What follows belongs to an exercise in optimizing a design on an open flow for small area, a short achievable clock period and few clock cycles per item; a production flow would make more cautious choices. Function was checked by simulation only, so behaviour that the tests miss may differ from the original.

### config.mk
export PLATFORM = sky130hd
export DESIGN_NAME = barnsley
export DESIGN_NICKNAME = barnsley
export VERILOG_FILES = /design/flow/design.v
export SDC_FILE = /design/flow/constraint.sdc
export NUM_CORES = 4
export LEC_CHECK = 0
export CAP_MARGIN = 20
export CORE_MARGIN = 2
export CORE_UTILIZATION = 40
export SLEW_MARGIN = 20
### constraint.sdc
create_clock -name core_clock -period 15.0 [get_ports {clk}]
set_input_delay 3.0000 -clock core_clock [delete_from_list [all_inputs] [get_ports {clk}]]
set_output_delay 3.0000 -clock core_clock [all_outputs]
set_load 0.01 [all_outputs]
### run.sh
#!/bin/bash
# synth_recipe.tcl (not shown) runs the flow's synth.tcl, then flattens the netlist and writes it again
# the make line also repeats each setting of config.mk as NAME=value (left out here)
make -C /OpenROAD-flow-scripts/flow DESIGN_CONFIG=/design/flow/config.mk WORK_HOME=/design/flow/orfs CLKGATE_MAP_FILE= SYNTH_SCRIPT=/design/flow/synth_recipe.tcl finish
### design.v
`default_nettype none
`timescale 1ns / 1ps
module mul #(
    WIDTH=25,   
    FBITS=20    
    )(
    input wire signed [WIDTH-1:0] a,    
    input wire signed [WIDTH-1:0] b,    
    output reg signed [WIDTH-1:0] val   
    );
    localparam IBITS = WIDTH - FBITS;     
    localparam MSB = 2*WIDTH - IBITS - 1;  
    localparam LSB = WIDTH - IBITS;        
    localparam HALF = {1'b1, {FBITS-1{1'b0}}}; 
    reg sig_diff;   
    reg signed [WIDTH-1:0] a1, b1;   
    reg signed [WIDTH-1:0] prod_t;   
    reg signed [2*WIDTH-1:0] prod;   
    reg [FBITS-1:0] rbits;           
    reg round;   
    reg even;    
    reg signed [WIDTH-1:0] u_result;    
    always @(*) begin
        sig_diff = a[WIDTH-1] ^ b[WIDTH-1];
        a1 = a[WIDTH-1] ? -a : a;    
        b1 = b[WIDTH-1] ? -b : b;    
        prod = a1 * b1;  
        prod_t = prod[MSB:LSB];  
        rbits  = prod[FBITS-1:0];  
        round  = prod[FBITS-1];    
        even  = ~prod[FBITS];      
         u_result = (round && !(even && rbits == HALF)) ? prod_t + 25'b1 : prod_t;  
         val = sig_diff ? -u_result : u_result;
        end
endmodule
`timescale 1ns / 1ps
 module random(
  output wire [31:0] out,
  input wire clk,  
  input wire reset,
  input wire request        
  ); 
  parameter [31:0] mod = 32'b1000_0000_0000_0000_0000_0000_0000_0000;  
  parameter [31:0] a = 32'd22695477;    
  parameter [31:0] c = 32'b1;            
  reg [31:0] temp;              
  reg [63:0] temp1;             
  reg [31:0] temp2;             
  reg [31:0] temp_out;          
  reg [1:0] state;              
always @(posedge clk) begin
        if(state == 2'b00)
            temp1 <= temp * a + c;   
        else if(state == 2'b01)
            temp2 <= temp1 % mod;    
end
always @(posedge clk or posedge reset) begin
        if (reset) begin
            temp <= 32'd13;
            state <= 2'b00;
            temp_out <= 32'd0;
        end
        else begin
            if(state == 2'b00) begin 
                state <= 2'b01;
            end
            else if(state == 2'b01) begin
                state <= 2'b10;
            end
            else begin
                temp <= temp2;         
                if(request) 
                    state <= 2'b00;    
            end
            if (request)
                temp_out <= temp2;
        end
end
assign out = temp_out;
 endmodule
`default_nettype none
`timescale 1ns / 1ps
module barnsley #(
    FP_WIDTH=25,    
    FP_INT=5       
    ) (
    input  wire clk,                                     
    input wire reset,                                    
    output wire [19:0] iter_max,                          
    input wire iter_change,                              
    output reg done,                                     
    output wire complete,                                
    output reg signed [FP_WIDTH-1:0] xn,                 
    output reg signed [FP_WIDTH-1:0] yn
    );
    reg signed [FP_WIDTH-1:0] mul_a_1, mul_b_1, mul_a_2, mul_b_2;
    wire signed [FP_WIDTH-1:0] mul_val_1, mul_val_2;
    mul #(.WIDTH(FP_WIDTH), .FBITS(FP_WIDTH - FP_INT)) mul_inst_0 (
        /*verilator lint_on PINCONNECTEMPTY*/
        .a(mul_a_1),
        .b(mul_b_1),
        .val(mul_val_1)
    );
    mul #(.WIDTH(FP_WIDTH), .FBITS(FP_WIDTH - FP_INT)) mul_inst_1 (
        /*verilator lint_on PINCONNECTEMPTY*/
        .a(mul_a_2),
        .b(mul_b_2),
        .val(mul_val_2)
    );
    wire [31:0] random_out;
    random random_inst(.out(random_out), .clk(clk), .reset(reset), .request(done) );
    reg [19:0] n;
    reg signed [FP_WIDTH-1:0] x;
    reg signed [FP_WIDTH-1:0] y;
    reg [3:0] state;  
    reg [19:0] iter_value;
    reg iter_reg;
    wire iter_button;
    always @(posedge clk) 
    begin
        iter_reg <= iter_change;
    end
    assign iter_button = iter_change & ~iter_reg;
    localparam signed [FP_WIDTH-1:0] FP_0_16 = 25'b0000000101000111101011100;  
    localparam signed [FP_WIDTH-1:0] FP_0_15 = 25'b0000000100110011001100110;  
    localparam signed [FP_WIDTH-1:0] NFP_0_15 = 25'b1111111011001100110011010;  
    localparam signed [FP_WIDTH-1:0] FP_0_85 = 25'b0000011011001100110011001;  
    localparam signed [FP_WIDTH-1:0] FP_0_04 = 25'b0000000001010001111010111;   
    localparam signed [FP_WIDTH-1:0] NFP_0_04 = 25'b1111110011001100110011010;  
    localparam signed [FP_WIDTH-1:0] FP_0_2  = 25'b0000000110011001100110011;   
    localparam signed [FP_WIDTH-1:0] FP_0_23 = 25'b0000000111010111000010100;  
    localparam signed [FP_WIDTH-1:0] FP_0_22 = 25'b0000000111000010100011110;  
    localparam signed [FP_WIDTH-1:0] FP_0_24 = 25'b0000000111101011100001010;  
    localparam signed [FP_WIDTH-1:0] FP_0_26 = 25'b0000001000010100011110101;  
    localparam signed [FP_WIDTH-1:0] NFP_0_26 = 25'b1111110111101011100001011; 
    localparam signed [FP_WIDTH-1:0] FP_0_28 = 25'b0000001000111101011100001;  
    localparam signed [FP_WIDTH-1:0] FP_1_5  = 25'b0000110000000000000000000;  
    assign complete = (n >= iter_value);
    always @(posedge clk or posedge reset) 
    begin
        if (reset) 
            begin
                x <= 0;  y <= 0;
                xn <= 0; yn <= 0;
                n <= 0;  done <= 0;
                state <= 0;
                iter_value <= 1000;
            end
        else if (iter_button) 
            begin
                done <= 0;
                if (iter_value < 10000)
                    iter_value <= iter_value + 3000; 
            end
        else if (complete)
            done <= 0;
        else
            begin
                case (state)
                    4'b0000: 
                    begin
                        done <= 0;
                        state <= 4'b0001;
                    end
                    4'b0001: 
                    begin
                        done <= 0;
                        if (random_out < 32'd21474836)
                                xn <= 0;
                        else if (random_out < 32'd1846835936)
                            begin 
                                mul_a_1 <= x;
                                mul_b_1 <= FP_0_85;  
                                mul_a_2 <= y;
                                mul_b_2 <= FP_0_04;  
                            end
                        else if (random_out < 32'd1997159792)
                            begin 
                                mul_a_1 <= x;
                                mul_b_1 <= FP_0_2;  
                                mul_a_2 <= y;
                                mul_b_2 <= (FP_0_26);  
                            end
                        else 
                            begin
                                mul_a_1 <= x;
                                mul_b_1 <= (FP_0_15);  
                                mul_a_2 <= y;
                                mul_b_2 <= FP_0_28;  
                            end
                        state <= 4'b0010;
                    end
                    4'b0010: 
                    begin
                        done <= 0;
                        if (random_out < 32'd21474836)
                                xn <= 0;
                        else if (random_out < 32'd1846835936)
                            begin
                                xn <= mul_val_1 + mul_val_2; 
                            end
                        else if (random_out < 32'd1997159792)
                            begin 
                                xn <= mul_val_1 - mul_val_2; 
                            end
                        else 
                            begin
                                xn <= -mul_val_1 + mul_val_2;
                            end
                        state <= 4'b0011;
                    end
                    4'b0011: 
                    begin
                        done <= 0;
                        if (random_out < 32'd21474836)
                            begin
                                mul_a_1 <= FP_0_16;  
                                mul_b_1 <= y; 
                            end
                        else if (random_out < 32'd1846835936)
                            begin 
                                mul_a_1 <= x;
                                mul_b_1 <= (FP_0_04);  
                                mul_a_2 <= y;
                                mul_b_2 <= FP_0_85;  
                            end
                        else if (random_out < 32'd1997159792)
                            begin 
                                mul_a_1 <= x;
                                mul_b_1 <= FP_0_23;  
                                mul_a_2 <= y;
                                mul_b_2 <= FP_0_22;  
                            end
                        else 
                            begin
                                mul_a_1 <= x;
                                mul_b_1 <= FP_0_26;  
                                mul_a_2 <= y;
                                mul_b_2 <= FP_0_24;  
                            end
                        state <= 4'b0100;
                    end 
                    4'b0100: 
                    begin
                        done <= 0;
                        if (random_out < 32'd21474836)
                            begin
                                yn <= mul_val_1;
                            end
                        else if (random_out < 32'd1846835936) 
                            begin 
                                yn <= -mul_val_1 + mul_val_2 + FP_1_5;
                            end
                        else if (random_out < 32'd1997159792)
                            begin 
                                yn <= mul_val_1 + mul_val_2 + FP_1_5;
                            end
                        else 
                            begin
                                yn <= mul_val_1 + mul_val_2;
                            end
                        state <= 4'b0101;
                    end                     
                    4'b0101:
                    begin
                        x <= xn;
                        y <= yn;
                        n <= n + 1;
                        done <= 1;
                        state <= 4'b0000;
                    end
                endcase
            end
    end
    assign iter_max = iter_value;
endmodule
==> flow_summary.toml <==
[run_status]
outcome = "complete, no violations"

[detailed_routing]
avgViaCountPerCell = 5.268
vias = 50891
routed_wirelength_mm = 209.6
wire_per_inst_um = 21.69
detail-route-antenna-nets = 0
dr.pass1.iters = 5
remaining_drc_errors = 0
drt_iter0_markers = 3635

[timing]
worstMarginPinSlew_ns = 1.155
slew_violations = 0
period_share_pct = 95.84
slew_headroom_pct = 22.63
max_freq_mhz = 69.56
finalSetupViolCount = 0
fin_skew_ns = 0.05484
hold_violations = 0
period_needed_ns = 14.38
setup_ws_ns = 0.6240

[synth]
post-synth-top-count-cell = "inv_1"
async_reset_ff_share_pct = 57.18
netlist_instances = 7337
syn_area_per_cell_um2 = 9.361
ys_seq_area_share_pct = 14.04
synthTopCellsByCount = "1665 x inv_1, 1264 x fa_1, 631 x nand2_1"
synth_top_area_share_pct = 36.84
syn-cell-area_mm2 = 0.06868
synth_edf_count = 151
synth_area_leaders = "fa_1 37%, ha_1 10%, inv_1 9.1%, dfrtp_1 7.1%, edfxtp_1 6.6%"
yosys_warnings = 3
synth-seq-cells = 355
ys_types = 106
synth_top_area_cell = "fa_1"
ys.flop_type = "dfrtp_1"

[cells_and_area]
top_regs = "random_inst.temp1 x31, random_inst.temp2 x31, random_inst.temp x31"
syn_to_final_growth_pct = 8.963
layout.nets = 9223
drive_gt1_share_pct = 7.190

[critical_path]
reg2reg_from = "mul_a_1[2]"
timing.rr.end = "yn[24]"
worstPathMaxFanout = 7
worstPathArrival_ns = 14.90
critPathMaxStageDelay_ns = 0.58
crit_type = "reg2reg"
end_kind = "flop"
cpLargestDelayFamily = "adder cells"
cp_num_buf_inv = 7
worst_path_most_repeated_cell = "fa_1"
rrSetupSlack_ns = 0.62
reg2reg_depth = 50
startpoint_type = "flop"
cp.required_ns = 15.52
crit_slowest_cell = "fa_1"

[min_path]
hold_path_depth = 0
hold_path_class = "reg2reg"
hold-path-endpoint = "random_inst.temp2[8]"
hp-start = "random_inst.temp1[8]"

[clock_tree]
cts_tree = "built"
clock_path_buffers = 3
clk_pin_slew_ns = 0.06
cts_sinks = 355
hold_buffers = 0
cts_root_buf = "clkbuf_16"
cts-htree-levels = 2
cts_buffers = 43
clk_latency_ns = 0.65

[placed_design]
port_buffers = 71
hpwl_mm = 174.2
pre_cts_ws_ns = 0.2731
gp_congestion = 0.9843

[global_route]
grt_use_total_pct = 24.60
grt_pass1_vias = 54489
grt_antenna_before_repair = 3
overflow = 0
grt_pass1_wl_mm = 327.9
grt_max_degree = 90

[floorplan]
coreArea_mm2 = 0.1712
num_rows = 152
initial_core_util_pct = 40.13
io_pins = 75
die-area_mm2 = 0.1750
dieWidth_um = 418.4
die_y_um = 418.4

[flow_run]
drv_cap = 0
## stage by stage
stage	setup TNS, ns	cell area [um2]	std cells	hold WS [ns]	utilization, %
detailed placement	0	72880	9566	0.4045	42.58
global placement	0	72870	9566	0.4008	42.57
global route	-0.06187	74840	9660	0.4177	43.72
CTS	0	74450	9646	0.4140	43.49
finish	0	74840	9661	0.4150	43.72
floorplan	0	68690	7339	0.4003	-
## cell usage in the layout (no fill, tap or decap), types with 37 or more instances in the layout
cell	count
a21o_1	54
a21oi_1	189
and2_1	263
and3_1	37
buf_4	209
clkbuf_16	43
clkdlybuf4s50_1	71
dfrtp_1	194
edfxtp_1	151
fa_1	1264
ha_1	562
inv_1	1664
mux2_2	104
nand2_1	631
nand2b_1	42
nand3_1	61
nor2_1	503
nor2b_1	42
nor3_1	73
o21ai_0	179
o21bai_1	53
xnor2_1	266
xor2_1	112
## per-layer routing
layer	GRT usage [%]	vias up	part of all wire [%]
met4	10.47	0	5.1
li1	-	22880	-
met1	31.93	26020	41
met2	41.51	1647	48
met3	2.903	344	5.8
met5	0	-	0
## what timing repair did
action | in CTS | in global routing
endpoints found under the setup margin | 0 | 12
setup buffers | 0 | 11
resized for setup | 0 | 48
endpoints found under the hold margin | 0 | 0
## area by class of cell
class | count | area [um2]
Fill cell | 16613 | 96330
Tap cell | 2233 | 2794
Clock buffer | 52 | 1160
Antenna cell | 1 | 2.502
Clock inverter | 28 | 402.9
Sequential cell | 355 | 9646
Multi-Input combinational cell | 5042 | 52240
Timing Repair Buffer | 283 | 2326
Inverter | 1667 | 6265
## cell families after synthesis
group	Yosys count	synth area share, %
simple gates	1839	12.60
buf+inv	1942	10.67
other cells	1	0.005460
fa+ha+maj	1828	47.12
compound gates	843	8.334
flops	355	14.04
mux	115	1.865
xor+xnor	414	5.365
## how the worst max path moves through the flow
stage	from	end	slack (ns)	depth (start not counted)
after global placement	mul_a_2[0]	yn[24]	0.49	54
after floorplan	mul_a_1[0]	yn[24]	0.86	59
after global routing	mul_a_2[0]	yn[24]	-0.03	59
after CTS	mul_a_2[0]	yn[23]	0.19	57
after detailed placement	mul_a_2[0]	yn[23]	0.27	57
final	mul_a_1[2]	yn[24]	0.62	50
Testbench counts, summed over its fixed seeds: cycles 480,024, points 80,000.

separate check: timing with driven ports:
The results above use ideal ports. As a check the final layout listed here was re-extracted and re-timed, cells and wires unchanged. Step 1 assumes that a clkbuf_16 drives the clock port and a buf_2 every other input. Step 2 times the ports against the registers' clock, not the clock port: input delays grow and output delays shrink by t, the midpoint of the rising clock arrivals with the driver on. a / b / c = no drivers / after step 1 / after step 2; a / b = the first two.
shift t [ns]: 0.686
setup slack, ns: 0.624 / 0.624 / 0.624
latest minus earliest clock arrival (ns): 0.056 / 0.055
After both steps this run still meets setup and hold. The setup slack of this run moves by 0.000 ns with the drivers and by 0.000 ns with both steps.
